Context: an optimization exercise on an open-source flow, tuned for small area. The choices shown serve that exercise and are no tape-out recipe.
Only simulation tests tie the RTL to the original design; equivalence was not proved.
No activity file was given, so power comes from the tool's default toggle rates.

<file path="flow/design.v">
`timescale 1 ns / 1 ps
module washingmachine_top (
	clk,
	rst_n,
	i_start_n,
	i_water_full_n,
	i_acc_n,
	o_state,
	o_index_n,
	o_seg_n,
	o_lsb
);
input clk, rst_n;
input i_start_n;
input i_acc_n;
input i_water_full_n;
output [5:0] o_state;
output [3:0] o_index_n;
output [7:0] o_seg_n;
output [6:0] o_lsb;
reg [1:0] r4;    
reg [1:0] r3;    
reg [2:0] r5;    
reg h24;
reg h240;
wire odd   = r4[0] ^ r4[1];
wire r4is3 = r4[1] & ~r4[0];
wire r3is2 = r3[1];
wire r5is0 = ~r5[2] & ~r5[0];
wire r5is4 = r5[2] & ~r5[1];
wire t12   = r4is3 & r3is2;           
wire t120  = t12 & h24 & r5is4;       
always @(posedge clk or negedge rst_n) begin
	if (!rst_n) begin
		r4 <= 2'b00;
		r3 <= 2'b00;
		r5 <= 3'b000;
		h24 <= 1'b0;
		h240 <= 1'b0;
	end else begin
		r4 <= {r4[0], ~r4[1]};
		r3 <= {r3[0], ~(r3[0] | r3[1])};
		r5 <= {r5[1], r5[0], ~(r5[2] | r5[1])};
		h24 <= h24 ^ t12;
		h240 <= h240 ^ t120;
	end
end
wire scan = odd & r5is0;
reg clk_reg, clk_reg_d;
always @(posedge clk) begin
	clk_reg <= i_acc_n ? h240 : h24;
	clk_reg_d <= clk_reg;
end
wire tick = clk_reg & ~clk_reg_d;
reg [2:0] st;
wire s_idle  = ~st[2] & ~st[0];
wire s_water =  st[0] & ~st[1];
wire s_rinse =  st[1] & ~st[2];
wire s_drain =  st[2] &  st[0];
wire s_dry   =  st[1] & ~st[0];
wire s_alert =  st[2] & ~st[1];
wire run = st[1] | st[2];
reg done_r;
reg twinkle;
wire adv = (s_idle & ~i_start_n) | (s_water & ~i_water_full_n) | (run & done_r);
always @(posedge clk or negedge rst_n) begin
	if (!rst_n)
		st <= 3'b000;
	else if (adv)
		st <= {st[1], st[0], ~st[2]};
end
always @(posedge clk)
	twinkle <= s_alert;
assign o_state = ~{s_alert, s_dry, s_drain, s_rinse, s_water, s_idle};
reg [3:0] t;     
reg [3:0] s1;    
reg [2:0] s10;   
reg [3:0] m;     
wire at_limit = s_rinse ? (m[3] & m[1]) :
                s_drain ? (s10[1] & s10[0]) :
                s_dry   ? (m[2] & m[0]) :
                          s10[0];
wire clr = ~run | (tick & at_limit);
wire t9 = t[3] & t[0];
wire s19 = s1[3] & s1[0];
wire s105 = s10[2] & s10[0];
wire c1 = tick & t9;
wire c2 = c1 & s19;
wire c3 = c2 & s105;
function [3:0] inc10;
	input [3:0] v;
	begin
		inc10[0] = ~v[0];
		inc10[1] = (v[1] ^ v[0]) & ~v[3];
		inc10[2] = v[2] ^ (v[1] & v[0]);
		inc10[3] = (v[2] & v[1] & v[0]) | (v[3] & ~v[0]);
	end
endfunction
always @(posedge clk)
	done_r <= run & tick & at_limit;
always @(posedge clk or negedge rst_n) begin
	if (!rst_n)
		t <= 4'd0;
	else if (clr)
		t <= 4'd0;
	else if (tick)
		t <= inc10(t);
end
always @(posedge clk) begin
	if (clr) begin
		s1 <= 4'd0;
		s10 <= 3'd0;
		m <= 4'd0;
	end else begin
		if (c1)
			s1 <= inc10(s1);
		if (c2)
			s10 <= {(s10[1] & s10[0]) | (s10[2] & ~s10[0]), (s10[1] ^ s10[0]) & ~s10[2], ~s10[0]};
		if (c3)
			m <= {m[3] | (m[2] & m[1] & m[0]), m[2] ^ (m[1] & m[0]), m[1] ^ m[0], ~m[0]};
	end
end
reg [3:0] index;
reg [3:0] number;
wire m10 = m[3] & m[1];
always @(posedge clk or negedge rst_n) begin
	if (!rst_n) begin
		index <= 4'b0000;
		number <= 4'd0;
	end else if (scan) begin
		index <= {index[2:0], ~(index[0] | index[1] | index[2])};
		number <= index[0] ? {1'b0, s10} :
		          index[1] ? {m[3] & ~m[1], m[2], m[1] & ~m[3], m[0]} :
		          index[2] ? {3'b000, m10} :
		                     s1;
	end
end
function [6:0] seg7;
	input [3:0] v;
	begin
		seg7[6] = v[3] | v[1] | ~(v[2] ^ v[0]);
		seg7[5] = ~v[2] | ~(v[1] ^ v[0]);
		seg7[4] = v[2] | ~v[1] | v[0];
		seg7[3] = v[3] | (~v[2] & ~v[0]) | (v[1] & ~v[0]) | (~v[2] & v[1]) | (v[2] & ~v[1] & v[0]);
		seg7[2] = ~v[0] & (~v[2] | v[1]);
		seg7[1] = v[3] | (~v[1] & ~v[0]) | (v[2] & ~v[1]) | (v[2] & ~v[0]);
		seg7[0] = v[3] | (v[2] ^ v[1]) | (v[1] & ~v[0]);
	end
endfunction
assign o_lsb = ~seg7(t);
assign o_seg_n = ~{seg7(number), index[0] & (~twinkle | h240)};
assign o_index_n = ~index;
endmodule
</file>
<file path="flow/run.sh">
#!/bin/bash
# synth_recipe.tcl (not shown) runs the flow's synth.tcl, then flattens the netlist and writes it again
# the make line also repeats each setting of config.mk as NAME=value (left out here)
make -C /OpenROAD-flow-scripts/flow DESIGN_CONFIG=/design/flow/config.mk WORK_HOME=/design/flow/orfs CLKGATE_MAP_FILE= SYNTH_SCRIPT=/design/flow/synth_recipe.tcl finish
</file>
<file path="flow/config.mk">
export PLATFORM = sky130hd
export DESIGN_NAME = washingmachine_top
export DESIGN_NICKNAME = washingmachine_top
export VERILOG_FILES = /design/flow/design.v
export SDC_FILE = /design/flow/constraint.sdc
export NUM_CORES = 4
export LEC_CHECK = 0
export ABC_AREA = 1
export CAP_MARGIN = 20
export CORE_MARGIN = 2
export CORE_UTILIZATION = 40
export SLEW_MARGIN = 20
</file>
<file path="flow/constraint.sdc">
create_clock -name core_clock -period 20.0 [get_ports {clk}]
set_input_delay 4.0000 -clock core_clock [delete_from_list [all_inputs] [get_ports {clk}]]
set_output_delay 4.0000 -clock core_clock [all_outputs]
set_load 0.01 [all_outputs]
</file>
==> qor.txt, run 1 <==
Starting DRT DRC Count -> 55
Maximum buffer depth of the clock tree -> 2
Clk sinks -> 39
Crit Path Category -> flip-flop to output port
CTS root buf -> clkbuf_8
Core area -> 5040 um^2
Number of synthesized flops with an enable pin -> 0
Gpl congestion -> 0.770
Async S/R FF share, synth -> 0.615
Initial Utilization -> 0.407
TNS Setup -> 0 ns
H-Tree Depth -> 2
Seq/Total Area, Yosys -> 0.439
FMAX -> 164 MHz
Startpoint Class -> flip-flop
CTS tree -> done
Share of layout cells above drive strength 1 -> 0.0612
Yosys reg bits -> 39
Max Slew Vio Count -> 0
CP required -> 16.00 ns
IO Pins -> 30
Worst Setup SP -> t[0]
Synth warn -> 1
Fillers -> 517
Reg2Reg Launch Point -> t[0]
PD cells -> 92.4 nW/um^2
Slew headroom -> 0.646
Post-Syn Area -> 2050 um^2
CP Capture Type -> output port
Layout Cell Area excl Fill -> 2500 um^2
Detail Placement HPWL -> 3.04 mm
Setup Skew -> 0.00656 ns
Antenna diodes -> 0
Inserted Clock Buffers -> 5
Pre-Repair DR Iteration Count -> 4
Critical Path End -> o_lsb[3]
Hold_buf cts -> 0
Leak Pwr -> 1.21 nW
Initial antenna violation count -> 0
Placed instance area -> 2420 um^2
Residual DRC -> 0
Vias in the first global route -> 1499
Die X-Extent -> 75.6 um
Reg2reg path depth -> 7
GRT Total Usage -> 0.152
Die height -> 75.6 um
Main synth FF type -> dfrtp_1
Site row count -> 26
Vias per std cell -> 4.57
Register area -> 901 um^2
Netlist cell types -> 31
Final Hold Fails -> 0
Port Buffer Count -> 29
Hold Path Class -> flip-flop to flip-flop
RSZ-0062 raised after global routing -> no
Post-synthesis area per instance -> 7.93 um^2
Resized Gates After CTS -> 0
CP Max Fanout -> 9
Dpl ws -> 14.21 ns
Reg2reg end -> m[0]
Reg clk slew, reported paths -> 0.08 ns
Clk latency of the worst-skew pair -> 0.29 ns
Final #Nets -> 317
Number of max-cap violations -> 0
Postcts setup bufs -> 0
Die Area -> 5720 um^2
Post-Syn Instances -> 259
Syn Nets -> 283
Area of the multi-input gates -> 966 um^2
WL final -> 3.85 mm
GRT overflow -> 0
Final setup vio count -> 0
VDD IR-drop max -> 52.2 uV
Routed length per instance -> 10.6 um
Status -> no timing/DRC/antenna violations
Via count -> 1662
Largest net degree at the start of global routing -> 25
Part of the cycle the worst path needs -> 0.305
Worst slew pin tran -> 0.531 ns
Period minus WS final -> 6.10 ns
Antenna-violating nets left -> 0
Critical Path AT -> 2.10 ns
Area growth syn-to-layout -> 21.6%
Hold Slack -> 0.356 ns
Global-route wire length before repair -> 6.57 mm
Worst setup margin -> 13.90 ns
FF-to-FF setup slack -> 18.49 ns
-- cells by family after synthesis --
group           Yosys count  synth area share
buf+inv                  47            0.0908
compound gates           31            0.0865
fa+ha+maj                19             0.116
simple gates            118             0.247
xor+xnor                  5            0.0213
flops                    39             0.439
-- report_power, final --
part / switching, mW / total [mW] / internal (mW) / leakage, nW
logic: 0.0462 / 0.0856 / 0.0394 / 0.734
registers: 0.00935 / 0.0945 / 0.0852 / 0.432
clock network: 0.0267 / 0.0505 / 0.0238 / 0.0477
-- metrics by stage --
stage	util	instances	power (mW)
finish	0.495	364	0.231
CTS	0.496	364	0.235
detailed placement	0.479	356	0.183
floorplan	-	259	0.146
global placement	0.479	356	0.183
global route	0.495	364	0.248
-- worst min path at each step --
stage | slack (ns) | end | from | depth (start not counted)
after global routing | 0.36 | clk_reg_d | clk_reg | 0
after detailed placement | 0.34 | clk_reg_d | clk_reg | 0
after CTS | 0.36 | clk_reg_d | clk_reg | 0
after floorplan | 0.33 | clk_reg_d | clk_reg | 0
after global placement | 0.34 | clk_reg_d | clk_reg | 0
final | 0.36 | clk_reg_d | clk_reg | 0
-- placed cells by master, fill, tap and decap left out, types with 2 or more instances in the layout --
cell	synthesis	layout
o21ai_0	15	15
ha_1	19	19
inv_1	44	44
dfrtp_1	24	24
nand2_2	2	2
xor2_1	5	5
nor2_1	35	35
nor3_1	3	3
nand4_1	2	2
o22ai_1	3	3
clkdlybuf4s50_1	0	28
nor4_1	2	2
nor2_2	2	2
nand3_1	7	7
nand2_1	59	59
a21oi_1	6	6
or2_2	2	2
clkinv_2	0	3
clkbuf_8	0	5
dfxtp_1	15	15
-- layer usage --
metal	global-route usage	share of wire	wire length [um]	vias up
met5	0	0	0	-
met4	0.0468	0.012	46	0
met3	0.0357	0.041	158	4
met2	0.266	0.49	1870	29
met1	0.186	0.46	1770	753
li1	-	-	-	876
-- layout make-up --
class / count / area share
clock buffer: 5 / 0.0276
clock inverter: 3 / 0.00602
inverter: 44 / 0.0662
multi-input combinational: 173 / 0.387
sequential: 39 / 0.361
tap: 70 / 0.0351
timing repair buffer: 30 / 0.117
-- synth_stat cells (2+ instances only) --
cell type,n,share of area
nor2_2,2,0.0061
nand2_1,59,0.11
xor2_1,5,0.021
nand4_1,2,0.0061
dfrtp_1,24,0.29
nor3_1,3,0.0073
a21oi_1,6,0.015
nand3_1,7,0.017
ha_1,19,0.12
o21ai_0,15,0.037
or2_2,2,0.0061
o22ai_1,3,0.0091
dfxtp_1,15,0.15
nand2_2,2,0.0061
inv_1,44,0.080
nor2_1,35,0.064
nor4_1,2,0.0061
-- worst max-delay path, stage by stage, from the launching register on --
cell,delay (ns)
dfrtp_1,0.49
inv_1,0.21
ha_1,0.24
nor3_1,0.16
nand2_1,0.06
a21oi_1,0.11
clkdlybuf4s50_1,0.54
==> run 2: changes to the inputs <==
==> flow/flow/run.sh (new file) <==
#!/bin/bash
# Own layout flow: the standard layout (standard.sh) with two changes:
#  - synthesis runs flow/synth.tcl: the standard synthesis script with an
#    area-oriented abc script and no half/full adder cell extraction
#    (registers and their names are unchanged);
#  - port buffers are the smallest buffer cell (buf_1).
# Each tool's output goes to a log file in this folder.
set -euo pipefail
W=$(pwd)
sed -e "s#SYNTH_SCRIPT=[^ ]*synth_recipe.tcl#SYNTH_SCRIPT=$W/flow/synth.tcl 'BUFFER_PORTS_ARGS=-buffer_cell sky130_fd_sc_hd__buf_1'#" standard.sh > own_standard.sh
grep -q "SYNTH_SCRIPT=$W/flow/synth.tcl" own_standard.sh
bash own_standard.sh > own_flow.log 2>&1
==> flow/flow/area.abc (new file) <==
strash
dc2
&get -n
&deepsyn -I 4 -T 20
&dch -f
&nf -a -R 1000
&put
strash
dch -f
map -a
topo
==> flow/flow/synth.tcl (new file) <==
proc synth {args} { yosys synth -nofsm -noshare {*}$args }
proc extract_fa {args} { puts "own flow: extract_fa skipped, adders go to abc" }
set ::own_abc_script [file join [file dirname [file normalize [info script]]] area.abc]
proc abc {args} {
  set i [lsearch -exact $args -script]
  if {$i >= 0} {
    set args [lreplace $args $i [expr {$i + 1}] -script $::own_abc_script]
  }
  puts "own flow: abc $args"
  yosys abc {*}$args
}
source $::env(SCRIPTS_DIR)/synth.tcl
# left out here: clear keep_hierarchy, flatten, clean up, hide names made inside functions, write 1_2_yosys.v
==> flow/standard.sh (new file) <==
#!/bin/bash
# synth_recipe.tcl (not shown) runs the flow's synth.tcl, then flattens the netlist and writes it again
# the make line also repeats each setting of config.mk as NAME=value (left out here)
make -C /OpenROAD-flow-scripts/flow DESIGN_CONFIG=/design/flow/config.mk WORK_HOME=/design/flow/orfs CLKGATE_MAP_FILE= SYNTH_SCRIPT=/design/flow/synth_recipe.tcl "${@:-finish}"
--- a/flow/config.mk
+++ b/flow/config.mk
@@ -5,8 +5,8 @@
 export SDC_FILE = /design/flow/constraint.sdc
 export NUM_CORES = 4
 export LEC_CHECK = 0
-export ABC_AREA = 1
 export CAP_MARGIN = 20
 export CORE_MARGIN = 2
 export CORE_UTILIZATION = 40
+export CTS_BUF_LIST = sky130_fd_sc_hd__clkbuf_4
 export SLEW_MARGIN = 20
removed: flow/run.sh
==> qor.txt, run 2 <==
Status -> no timing/DRC/antenna violations
Site row count -> 23
CTS tree -> done
Layout Cell Area excl Fill -> 1900 um^2
Critical Path AT -> 1.79 ns
Seq/Total Area, Yosys -> 0.540
Int Power -> 0.118 mW
Post-Syn Instances -> 206
Detail Placement HPWL -> 2.60 mm
Hold Slack -> 0.371 ns
IO Pins -> 30
Gpl congestion -> 0.751
Pre-Repair DR Iteration Count -> 4
Most frequent cells in the layout -> clkinv_1 (42), nor2_1 (37), buf_1 (29), dfrtp_1 (24)
Final Hold Fails -> 0
Maximum buffer depth of the clock tree -> 2
FMAX -> 173 MHz
Post-Syn Area -> 1670 um^2
Syn Nets -> 211
CP Max Fanout -> 4
Async S/R FF share, synth -> 0.615
WL final -> 3.44 mm
Combinational power share -> 0.313
Starting DRT DRC Count -> 83
Clk network pwr share -> 0.202
Number of max-cap violations -> 0
Via count -> 1455
GRT overflow -> 0
CP Capture Type -> output port
TNS Setup -> 0 ns
Worst slew pin tran -> 0.772 ns
Inserted Clock Buffers -> 5
Crit Path Category -> flip-flop to output port
Synth warn -> 1
Placed insts -> 286
Die X-Extent -> 68.6 um
Final #Nets -> 248
Worst setup margin -> 14.21 ns
Area growth syn-to-layout -> 14.0%
Antenna diodes -> 0
Part of the cycle the worst path needs -> 0.290
Initial Utilization -> 0.417
Final setup vio count -> 0
CTS root buf -> clkbuf_4
P_sw -> 0.0722 mW
Port Buffer Count -> 29
Synth top area cells -> dfrtp_1 (36%), dfxtp_1 (18%), clkinv_1 (9.2%)
Initial antenna violation count -> 0
Dpl ws -> 14.59 ns
Post-synth top cells -> clkinv_1 (41), nor2_1 (37), dfrtp_1 (24), a21oi_1 (18), o21ai_0 (18)
H-Tree Depth -> 2
Clk sinks -> 39
Clk latency of the worst-skew pair -> 0.34 ns
Die height -> 68.6 um
Commonest non-fill, non-tap cell in the layout -> clkinv_1
Leak Pwr -> 0.739 nW
Period minus WS final -> 5.79 ns
Netlist cell types -> 19
Fraction of power spent switching nets -> 0.379
Setup Skew -> 0.00797 ns
Count of non-filler cells in the finished layout -> 294
Synth top area share -> 0.360
CP required -> 16.00 ns
Vias per std cell -> 4.95
Antenna-violating nets left -> 0
VDD IR-drop max -> 56.1 uV
Main synth FF type -> dfrtp_1
Die Area -> 4700 um^2
Slew headroom -> 0.481
Residual DRC -> 0
Largest net degree at the start of global routing -> 25
GRT Total Usage -> 0.164
Hold Path Class -> flip-flop to flip-flop
Reg clk slew, reported paths -> 0.10 ns
Cell taking the most area after synthesis -> dfrtp_1
PD cells -> 100 nW/um^2
Max Slew Vio Count -> 0
Vias in the first global route -> 1218
Flop pwr share -> 0.485
Most common cell in the netlist -> clkinv_1
RSZ-0062 raised after global routing -> no
Global-route wire length before repair -> 5.66 mm
Fillers -> 428
Resized Gates After CTS -> 0
Placed instance area -> 1850 um^2
Number of synthesized flops with an enable pin -> 0
Post-synthesis area per instance -> 8.10 um^2
Yosys reg bits -> 39
Share of layout cells above drive strength 1 -> 0.0369
Startpoint Class -> flip-flop
Postcts setup bufs -> 0
Routed length per instance -> 11.7 um
Core area -> 4000 um^2
Hold_buf cts -> 0
## run 2: cell types whose count changed in the layout (fill, tap and decap cells not counted), moves of 12 or more
cell             delta
inv_1              -44
nand2_1            -44
clkinv_1           +42
buf_1              +29
clkdlybuf4s50_1    -28
ha_1               -19
a21oi_1            +12
## run 2: area by class of cell
type	instances	area, um^2	area share
Clock buffer	6	45.0	0.0237
Timing Repair Buffer	30	116	0.0612
Sequential cell	39	901	0.474
Multi-Input combinational cell	126	613	0.323
Clock inverter	2	8.76	0.00461
Inverter	41	154	0.0810
Tap cell	50	62.6	0.0329
## run 2: per-stage QoR
stage	util	power, mW
after floorplan	-	0.133
after global placement	0.462	0.154
after detailed placement	0.462	0.154
after CTS	0.475	0.193
after global routing	0.475	0.207
final	0.475	0.190
## run 2: power by group through the flow
stage | registers [mW] | logic, mW | clock network (mW)
4_1_cts | 0.0923 | 0.0604 | 0.0403
2_1_floorplan | 0.0920 | 0.0410 | 0
3_5_place_dp | 0.0937 | 0.0604 | 0
5_1_grt | 0.0936 | 0.0700 | 0.0439
3_3_place_gp | 0.0940 | 0.0597 | 0
6_report | 0.0923 | 0.0596 | 0.0385
## run 2: kinds of logic after synthesis
kind of cell | synth area share
simple gates | 0.194
flops | 0.540
buf+inv | 0.0923
compound gates | 0.158
xor+xnor | 0.0158
## run 2: critical path, cell delays in order, from the launching register on
cell and delay, ns:
dfrtp_1 0.38, clkinv_1 0.13, nor2_1 0.12, clkinv_1 0.10, a21oi_1 0.20, a21oi_1 0.08, nor2_1 0.09, nand2_1 0.08
a21oi_1 0.12, buf_1 0.16
## run 2: path summary, 6_finish.rpt
check,start,to,slack [ns],cells after the start
max,t[1],o_lsb[3],14.21,9
min,clk_reg,clk_reg_d,0.37,0
max reg2reg,clk_reg,m[2],17.04,12
min reg2reg,clk_reg,clk_reg_d,0.37,0
max in group asynchronous,rst_n,number[2],16.14,2
min in group asynchronous,rst_n,st[0],3.62,2
## run 2: metal layers
| layer | GRT usage | share of wire | vias to the layer above |
|---|---|---|---|
| li1 | - | - | 750 |
| met1 | 0.234 | 0.50 | 668 |
| met2 | 0.238 | 0.43 | 35 |
| met3 | 0.0487 | 0.058 | 2 |
| met4 | 0.0525 | 0.0067 | 0 |
| met5 | 0 | 0 | - |
==> run 3: changes to the inputs <==
==> flow/flow/run.sh (replaced) <==
#!/bin/bash
# Own layout flow: the standard layout (standard.sh) with these changes:
#  - synthesis runs flow/synth.tcl: the standard synthesis script with an
#    area-oriented abc script and no half/full adder cell extraction
#    (registers, their names and cell types are unchanged);
#  - port buffers are the smallest buffer cell (buf_1);
#  - clock tree synthesis uses the arguments in flow/cts_args (no dummy loads).
# Each tool's output goes to a log file in this folder (own_flow.log, and
# ORFS's own logs under orfs/logs).
set -euo pipefail
W=$(pwd)
CTS_ARGS=$(cat flow/cts_args)
sed -e "s#SYNTH_SCRIPT=[^ ]*synth_recipe.tcl#SYNTH_SCRIPT=$W/flow/synth.tcl 'BUFFER_PORTS_ARGS=-buffer_cell sky130_fd_sc_hd__buf_1' 'CTS_ARGS=$CTS_ARGS'#" standard.sh > own_standard.sh
grep -q "SYNTH_SCRIPT=$W/flow/synth.tcl" own_standard.sh
bash own_standard.sh > own_flow.log 2>&1
==> flow/flow/cts_args (new file) <==
-sink_clustering_enable -repair_clock_nets -buf_list sky130_fd_sc_hd__clkbuf_4 -dont_use_dummy_load
--- a/flow/config.mk
+++ b/flow/config.mk
@@ -8,5 +8,4 @@
 export CAP_MARGIN = 20
 export CORE_MARGIN = 2
 export CORE_UTILIZATION = 40
-export CTS_BUF_LIST = sky130_fd_sc_hd__clkbuf_4
 export SLEW_MARGIN = 20
==> qor.txt, run 3 <==
Hold Path Class -> flip-flop to flip-flop
Yosys reg bits -> 39
Main synth FF type -> dfrtp_1
Most numerous cell on the critical path -> a21oi_1
Synth Area in Compound Gates -> 0.158
Post-synthesis simple-gate area fraction -> 0.194
Seq/Total Area, Yosys -> 0.540
Initial antenna violation count -> 0
FF-to-FF setup slack -> 17.05 ns
CP required -> 16.00 ns
Starting DRT DRC Count -> 82
Flop pwr share -> 0.497
Post-Syn Instances -> 206
Core area -> 4000 um^2
Post-synth top cells -> clkinv_1 (41), nor2_1 (37), dfrtp_1 (24), a21oi_1 (18), o21ai_0 (18)
Commonest non-fill, non-tap cell in the layout -> clkinv_1
CP Capture Type -> output port
CP max stage delay -> 0.38 ns
Clk network pwr share -> 0.181
Mux cell area share after synthesis -> 0
WL final -> 3.40 mm
Gpl congestion -> 0.751
GRT Total Usage -> 0.162
Clk sinks -> 39
Worst slew pin tran -> 0.773 ns
Setup Skew -> 0.0126 ns
Die Area -> 4700 um^2
Leak Pwr -> 0.729 nW
Hold_buf cts -> 0
Netlist cell types -> 19
Total power -> 0.186 mW
Postcts setup bufs -> 0
Synth top area cells -> dfrtp_1 (36%), dfxtp_1 (18%), clkinv_1 (9.2%)
Number of max-cap violations -> 0
Startpoint Class -> flip-flop
Most frequent cells in the layout -> clkinv_1 (41), nor2_1 (37), buf_1 (29), dfrtp_1 (24)
Antenna-violating nets left -> 0
Int Power -> 0.115 mW
Die height -> 68.6 um
Post-synthesis xor/xnor area fraction -> 0.0158
Routed length per instance -> 11.7 um
Vias per std cell -> 4.94
Inserted Clock Buffers -> 5
Status -> no timing/DRC/antenna violations
CTS tree -> done
Initial Utilization -> 0.417
Share of layout cells above drive strength 1 -> 0.0290
Combinational power share -> 0.322
Maximum buffer depth of the clock tree -> 2
VDD IR-drop max -> 55.1 uV
Die X-Extent -> 68.6 um
Fillers -> 428
Vias in the first global route -> 1216
Global-route wire length before repair -> 5.62 mm
Synth Area in Adders -> 0
Detail Placement HPWL -> 2.60 mm
Critical Path AT -> 1.78 ns
P_sw -> 0.0702 mW
Slew headroom -> 0.480
H-Tree Depth -> 2
Final Hold Fails -> 0
Largest net degree at the start of global routing -> 25
Part of the cycle the worst path needs -> 0.289
FMAX -> 173 MHz
Crit Path Category -> flip-flop to output port
Synth top area share -> 0.360
Resized Gates After CTS -> 0
CP delay by family, top -> compound AO/OA/AOI/OAI gates
Pre-Repair DR Iteration Count -> 4
Clk latency of the worst-skew pair -> 0.34 ns
Post-synthesis area per instance -> 8.10 um^2
Via count -> 1438
Final setup vio count -> 0
Residual DRC -> 0
Port Buffer Count -> 29
GRT overflow -> 0
Post-Syn Area -> 1670 um^2
Async S/R FF share, synth -> 0.615
Syn Nets -> 211
TNS Setup -> 0 ns
Final #Nets -> 248
Period minus WS final -> 5.78 ns
RSZ-0062 raised after global routing -> no
Slowest cell on crit path -> dfrtp_1
Cell taking the most area after synthesis -> dfrtp_1
CTS root buf -> clkbuf_4
IO Pins -> 30
Area growth syn-to-layout -> 13.0%
Number of synthesized flops with an enable pin -> 0
PD cells -> 98.5 nW/um^2
Reg clk slew, reported paths -> 0.10 ns
Site row count -> 23
Fraction of power spent switching nets -> 0.378
CP Cell Sequence -> clkinv_1 -> nor2_1 -> clkinv_1 -> a21oi_1 -> a21oi_1 -> nor2_1 -> nand2_1 -> a21oi_1 -> buf_1
CP Max Fanout -> 4
Synth warn -> 1
Buf/Inv on CP -> 3
Largest family of logic cells by synthesized area -> simple AND/OR/NAND/NOR gates
Max Slew Vio Count -> 0
Antenna diodes -> 0
Most common cell in the netlist -> clkinv_1
run 3: cell counts after synthesis:
No cell type changed its count.
run 3: cells by family (layout without fill, tap and decap cells):
| logic type | count (synthesis) | in the layout |
|---|---|---|
| and+or+nand+nor | 76 | 76 |
| AOI/OAI and AO/OA | 47 | 47 |
| DFF | 39 | 39 |
| buffers and inverters | 41 | 76 |
| xor gates and xnor gates | 3 | 3 |
run 3: cell type report:
cell class / instances / area (um^2) / share of cell area
multi-input combinational: 126 / 613 / 0.325
timing repair buffer: 30 / 116 / 0.0618
clock buffer: 5 / 37.5 / 0.0199
tap: 50 / 62.6 / 0.0332
sequential: 39 / 901 / 0.478
inverter: 41 / 154 / 0.0817
run 3: routing by layer:
layer / track usage / up-vias / routed length, um
met3: 0.0487 / 5 / 190
met5: 0 / - / 0
met1: 0.230 / 653 / 1720
met4: 0.0525 / 0 / 38
li1: - / 749 / -
met2: 0.237 / 31 / 1460
run 3: worst paths after layout:
path                         start   endpoint  cells past startpoint
min reg2reg                clk_reg  clk_reg_d                      0
min in group asynchronous    rst_n      st[0]                      2
max reg2reg                clk_reg       m[2]                     12
min                        clk_reg  clk_reg_d                      0
max                           t[1]   o_lsb[3]                      9
max in group asynchronous    rst_n       t[3]                      2
run 3: through the flow:
step | instance area [um^2] | std cells | utilization | worst slack, ns | hold WS (ns)
after CTS | 1880 | 291 | 0.471 | 14.22 | 0.374
final | 1880 | 291 | 0.471 | 14.22 | 0.371
after global placement | 1850 | 286 | 0.462 | 14.66 | 0.353
after global routing | 1880 | 291 | 0.471 | 13.99 | 0.387
after floorplan | 1670 | 206 | - | 14.71 | 0.338
after detailed placement | 1850 | 286 | 0.462 | 14.59 | 0.359
run 3: power by group through the flow:
stage / sequential (mW) / combinational [mW] / clock, mW
floorplan: 0.0920 / 0.0410 / 0
global placement: 0.0940 / 0.0597 / 0
detailed placement: 0.0937 / 0.0604 / 0
CTS: 0.0923 / 0.0604 / 0.0355
global route: 0.0936 / 0.0700 / 0.0387
finish: 0.0923 / 0.0598 / 0.0335
==> run 4: changes to the inputs <==
==> flow/flow/cts_args (replaced) <==
-repair_clock_nets -buf_list sky130_fd_sc_hd__clkbuf_8 -dont_use_dummy_load
==> qor.txt, run 4 <==
Inserted Clock Buffers -> 5
Max Slew Vio Count -> 0
Critical Path AT -> 1.72 ns
IO Pins -> 30
Most common cell in the netlist -> clkinv_1
Status -> no timing/DRC/antenna violations
Antenna-violating nets left -> 0
CP max stage delay -> 0.37 ns
Netlist cell types -> 19
Placed insts -> 286
Postcts setup bufs -> 0
Largest family of logic cells by synthesized area -> simple AND/OR/NAND/NOR gates
Synth Area in Adders -> 0
Pre-Repair DR Iteration Count -> 4
FMAX -> 175 MHz
Part of the cycle the worst path needs -> 0.286
Vias in the first global route -> 1223
Number of synthesized flops with an enable pin -> 0
Via count -> 1437
Die Area -> 4700 um^2
Fillers -> 427
Main synth FF type -> dfrtp_1
Post-synthesis area per instance -> 8.10 um^2
Post-synth top cells -> clkinv_1 (41), nor2_1 (37), dfrtp_1 (24), a21oi_1 (18), o21ai_0 (18)
CP delay by family, top -> compound AO/OA/AOI/OAI gates
Worst slew pin tran -> 0.772 ns
VDD IR-drop max -> 58.6 uV
CTS tree -> done
Final Util -> 0.479
Detail Placement HPWL -> 2.60 mm
H-Tree Depth -> 2
Core area -> 4000 um^2
Final setup vio count -> 0
Yosys reg bits -> 39
Leak Pwr -> 0.742 nW
Largest net degree at the start of global routing -> 25
Slew headroom -> 0.481
PD cells -> 103 nW/um^2
Most numerous cell on the critical path -> a21oi_1
Maximum buffer depth of the clock tree -> 2
Post-synthesis xor/xnor area fraction -> 0.0158
CTS root buf -> clkbuf_8
Hold Path Class -> flip-flop to flip-flop
Reg clk slew, reported paths -> 0.07 ns
Hold_buf cts -> 0
Commonest non-fill, non-tap cell in the layout -> clkinv_1
Resized Gates After CTS -> 0
TNS Setup -> 0 ns
Buf/Inv on CP -> 3
Async S/R FF share, synth -> 0.615
Starting DRT DRC Count -> 72
Clk latency of the worst-skew pair -> 0.29 ns
CP Cell Sequence -> clkinv_1 -> nor2_1 -> clkinv_1 -> a21oi_1 -> a21oi_1 -> nor2_1 -> nand2_1 -> a21oi_1 -> buf_1
Area growth syn-to-layout -> 14.9%
Slowest cell on crit path -> dfrtp_1
CP required -> 16.00 ns
Die height -> 68.6 um
GRT Total Usage -> 0.170
Most frequent cells in the layout -> clkinv_1 (41), nor2_1 (37), buf_1 (29), dfrtp_1 (24)
Mux cell area share after synthesis -> 0
Post-Syn Instances -> 206
Period minus WS final -> 5.72 ns
Count of non-filler cells in the finished layout -> 291
Placed instance area -> 1850 um^2
Final Hold Fails -> 0
Residual DRC -> 0
WL final -> 3.44 mm
Synth top area cells -> dfrtp_1 (36%), dfxtp_1 (18%), clkinv_1 (9.2%)
RSZ-0062 raised after global routing -> no
GRT overflow -> 0
Post-Syn Area -> 1670 um^2
Routed length per instance -> 11.8 um
Seq/Total Area, Yosys -> 0.540
Site row count -> 23
Clk sinks -> 39
Crit Path Category -> flip-flop to output port
Share of layout cells above drive strength 1 -> 0.0290
Final #Nets -> 248
Port Buffer Count -> 29
Initial antenna violation count -> 0
Startpoint Class -> flip-flop
Synth warn -> 1
Die X-Extent -> 68.6 um
Global-route wire length before repair -> 5.71 mm
Gpl congestion -> 0.751
Antenna diodes -> 0
CP Capture Type -> output port
Syn Nets -> 211
Initial Utilization -> 0.417
Synth Area in Compound Gates -> 0.158
Total power -> 0.198 mW
Layout Cell Area excl Fill -> 1920 um^2
Setup Skew -> 0.00772 ns
Number of max-cap violations -> 0
CP Max Fanout -> 4
Cell taking the most area after synthesis -> dfrtp_1
Vias per std cell -> 4.94
Synth top area share -> 0.360
Post-synthesis simple-gate area fraction -> 0.194
-- run 4: cell counts after synthesis --
Identical to the previous run, type by type.
-- run 4: where the power goes --
group | internal (mW) | leakage [nW] | switching (mW)
clock network | 0.0224 | 0.0359 | 0.0236
logic | 0.0187 | 0.277 | 0.0409
registers | 0.0850 | 0.429 | 0.00741
-- run 4: routing by layer --
layer	up-vias	share of wire	global-route usage
li1	745	-	-
met1	650	0.49	0.235
met2	36	0.43	0.238
met3	6	0.056	0.0487
met4	0	0.024	0.0900
met5	-	0	0
-- run 4: cell families (layout without fill, tap and decap cells) --
group                  Yosys count  count (layout)
XOR/XNOR                         3               3
AND/OR/NAND/NOR                 76              76
AO/OA/AOI/OAI                   47              47
flip-flops                      39              39
buffers and inverters           41              76
-- run 4: worst paths after layout --
check | end | slack, ns | cells after the start | from
hold reg to reg | clk_reg_d | 0.37 | 0 | clk_reg
setup / recovery | o_lsb[3] | 14.28 | 9 | t[1]
min in group asynchronous | st[0] | 3.68 | 2 | rst_n
setup reg to reg | m[2] | 17.08 | 12 | clk_reg
hold / removal | clk_reg_d | 0.37 | 0 | clk_reg
max in group asynchronous | t[1] | 16.07 | 2 | rst_n
-- run 4: through the flow --
| step | setup slack (ns) | hold slack (ns) |
|---|---|---|
| floorplan | 14.71 | 0.338 |
| global placement | 14.66 | 0.353 |
| detailed placement | 14.59 | 0.359 |
| CTS | 14.28 | 0.368 |
| global route | 14.06 | 0.381 |
| finish | 14.28 | 0.366 |
-- run 4: area by class of cell --
cell class,instances,area [um^2],share of cell area
Multi-Input combinational cell,126,613,0.320
Tap cell,50,62.6,0.0327
Timing Repair Buffer,30,116,0.0607
Clock buffer,5,68.8,0.0359
Inverter,41,154,0.0803
Sequential cell,39,901,0.470
==> run 5: changes to the inputs <==
==> flow/flow/cts_args (replaced) <==
-sink_clustering_enable -repair_clock_nets -buf_list sky130_fd_sc_hd__clkbuf_8 -dont_use_dummy_load -sink_clustering_size 50 -sink_clustering_max_diameter 500
==> qor.txt, run 5 <==
Residual DRC -> 0
Buf/Inv on CP -> 3
RSZ-0062 raised after global routing -> no
Critical Path End -> o_lsb[3]
Routed length per instance -> 11.8 um
Final #Nets -> 248
Area of the multi-input gates -> 613 um^2
Most numerous cell on the critical path -> a21oi_1
CP delay by family, top -> compound AO/OA/AOI/OAI gates
Commonest non-fill, non-tap cell in the layout -> clkinv_1
Reg2reg path depth -> 12
Hold_buf cts -> 0
Part of the cycle the worst path needs -> 0.286
Critical path depth in cells -> 9
Worst Setup SP -> t[1]
Starting DRT DRC Count -> 72
Hold Path Class -> flip-flop to flip-flop
CP Max Fanout -> 4
Period minus WS final -> 5.72 ns
Antenna diodes -> 0
Netlist cell types -> 19
CTS tree -> done
WL final -> 3.44 mm
CP max stage delay -> 0.37 ns
Post-Syn Instances -> 206
PD cells -> 103 nW/um^2
Clk sinks -> 39
Most common cell in the netlist -> clkinv_1
Post-synthesis area per instance -> 8.10 um^2
Postcts setup bufs -> 0
TNS Setup -> 0 ns
Global-route wire length before repair -> 5.71 mm
Die height -> 68.6 um
Leak Pwr -> 0.742 nW
Reg2reg end -> m[2]
CP Cell Sequence -> clkinv_1 -> nor2_1 -> clkinv_1 -> a21oi_1 -> a21oi_1 -> nor2_1 -> nand2_1 -> a21oi_1 -> buf_1
Startpoint Class -> flip-flop
Reg2Reg Launch Point -> clk_reg
Die X-Extent -> 68.6 um
CTS root buf -> clkbuf_8
Area growth syn-to-layout -> 14.9%
GRT Total Usage -> 0.170
Largest net degree at the start of global routing -> 25
FMAX -> 175 MHz
CP Capture Type -> output port
Number of max-cap violations -> 0
Vias per std cell -> 4.94
Number of synthesized flops with an enable pin -> 0
Maximum buffer depth of the clock tree -> 2
Antenna-violating nets left -> 0
Clk latency of the worst-skew pair -> 0.29 ns
Final setup vio count -> 0
Site row count -> 23
Pre-Repair DR Iteration Count -> 4
Final Hold Fails -> 0
Gpl congestion -> 0.751
FF-to-FF setup slack -> 17.08 ns
Fillers -> 427
Post-synth top cells -> clkinv_1 (41), nor2_1 (37), dfrtp_1 (24), a21oi_1 (18), o21ai_0 (18)
Initial antenna violation count -> 0
Vias in the first global route -> 1223
Via count -> 1437
Synth warn -> 1
Main synth FF type -> dfrtp_1
Most frequent cells in the layout -> clkinv_1 (41), nor2_1 (37), buf_1 (29), dfrtp_1 (24)
Port Buffer Count -> 29
H-Tree Depth -> 2
Inserted Clock Buffers -> 5
Slowest cell on crit path -> dfrtp_1
Max Slew Vio Count -> 0
Setup Skew -> 0.00772 ns
Placed instance area -> 1850 um^2
Status -> no timing/DRC/antenna violations
Die Area -> 4700 um^2
Synth top area share -> 0.360
Resized Gates After CTS -> 0
Seq/Total Area, Yosys -> 0.540
Yosys reg bits -> 39
Async S/R FF share, synth -> 0.615
Initial Utilization -> 0.417
Crit Path Category -> flip-flop to output port
Total power -> 0.198 mW
Detail Placement HPWL -> 2.60 mm
Critical Path AT -> 1.72 ns
Reg clk slew, reported paths -> 0.07 ns
Slew headroom -> 0.481
Post-Syn Area -> 1670 um^2
GRT overflow -> 0
IO Pins -> 30
Final Util -> 0.479
Cell taking the most area after synthesis -> dfrtp_1
Layout Cell Area excl Fill -> 1920 um^2
Register area -> 901 um^2
VDD IR-drop max -> 58.6 uV
Syn Nets -> 211
Share of layout cells above drive strength 1 -> 0.0290
Core area -> 4000 um^2
CP required -> 16.00 ns
Worst slew pin tran -> 0.772 ns
Synth top area cells -> dfrtp_1 (36%), dfxtp_1 (18%), clkinv_1 (9.2%)
-- run 5: layout make-up --
cell class | instances | share of cell area
Sequential cell | 39 | 0.470
Multi-Input combinational cell | 126 | 0.320
Inverter | 41 | 0.0803
Timing Repair Buffer | 30 | 0.0607
Clock buffer | 5 | 0.0359
Tap cell | 50 | 0.0327
-- run 5: how the worst min path moves through the flow --
stage | from | endpoint | slack, ns | cells after the start
floorplan | clk_reg | clk_reg_d | 0.34 | 0
global placement | clk_reg | clk_reg_d | 0.35 | 0
detailed placement | clk_reg | clk_reg_d | 0.36 | 0
CTS | clk_reg | clk_reg_d | 0.37 | 0
global route | clk_reg | clk_reg_d | 0.38 | 0
finish | clk_reg | clk_reg_d | 0.37 | 0
-- run 5: kinds of logic after synthesis --
logic type / after synthesis / synth area share
buf+inv: 41 / 0.0923
simple gates: 76 / 0.194
compound gates: 47 / 0.158
flops: 39 / 0.540
xor+xnor: 3 / 0.0158
-- run 5: routing by layer --
| metal | vias up | part of all wire | GRT usage |
|---|---|---|---|
| met3 | 6 | 0.056 | 0.0487 |
| met2 | 36 | 0.43 | 0.238 |
| met4 | 0 | 0.024 | 0.0900 |
| met1 | 650 | 0.49 | 0.235 |
| li1 | 745 | - | - |
| met5 | - | 0 | 0 |
-- run 5: metrics by stage --
step / worst slack (ns) / std cells / hold slack (ns)
2_1_floorplan: 14.71 / 206 / 0.338
3_5_place_dp: 14.59 / 286 / 0.359
4_1_cts: 14.28 / 291 / 0.368
6_report: 14.28 / 291 / 0.366
5_1_grt: 14.06 / 291 / 0.381
3_3_place_gp: 14.66 / 286 / 0.353
-- run 5: report_power, final --
part           internal [mW]  switching, mW  total (mW)  leakage (nW)
combinational         0.0187         0.0409      0.0597         0.277
sequential            0.0850        0.00741      0.0924         0.429
clock                 0.0224         0.0236      0.0460        0.0359
total                  0.126         0.0719       0.198         0.742

port drivers added, routing unchanged:
Ports are ideal in the flow. The routed layouts listed here were re-timed in OpenROAD. Step 1: set_driving_cell puts a clkbuf_16 on clk and a buf_2 on each other input, an assumption about the parent block. Step 2, shift: input delay + t, output delay - t, t = (earliest + latest rising clock arrival at the registers) / 2. This alone moves slack from input paths to output paths. Three values: ideal ports, drivers, drivers and shift; two values: the first two.
| run | t, ns | slack for setup (ns) | hold WS [ns] | latest minus earliest clock arrival (ns) | slew at the worst register clock pin (ns) |
|---|---|---|---|---|---|
| run 1 | 0.309 | 13.902 / 13.877 / 14.186 | 0.356 / 0.356 / 0.356 | 0.007 / 0.007 | 0.08 / 0.08 |
| run 2 | 0.356 | 14.207 / 14.184 / 14.540 | 0.371 / 0.371 / 0.371 | 0.008 / 0.008 | 0.11 / 0.11 |
| run 3 | 0.352 | 14.220 / 14.197 / 14.549 | 0.371 / 0.371 / 0.371 | 0.013 / 0.013 | 0.10 / 0.10 |
| run 4 | 0.311 | 14.276 / 14.247 / 14.558 | 0.366 / 0.366 / 0.366 | 0.008 / 0.008 | 0.07 / 0.07 |
| run 5 | 0.311 | 14.276 / 14.247 / 14.558 | 0.366 / 0.366 / 0.366 | 0.008 / 0.008 | 0.07 / 0.07 |
After both steps every run listed still meets setup and hold.
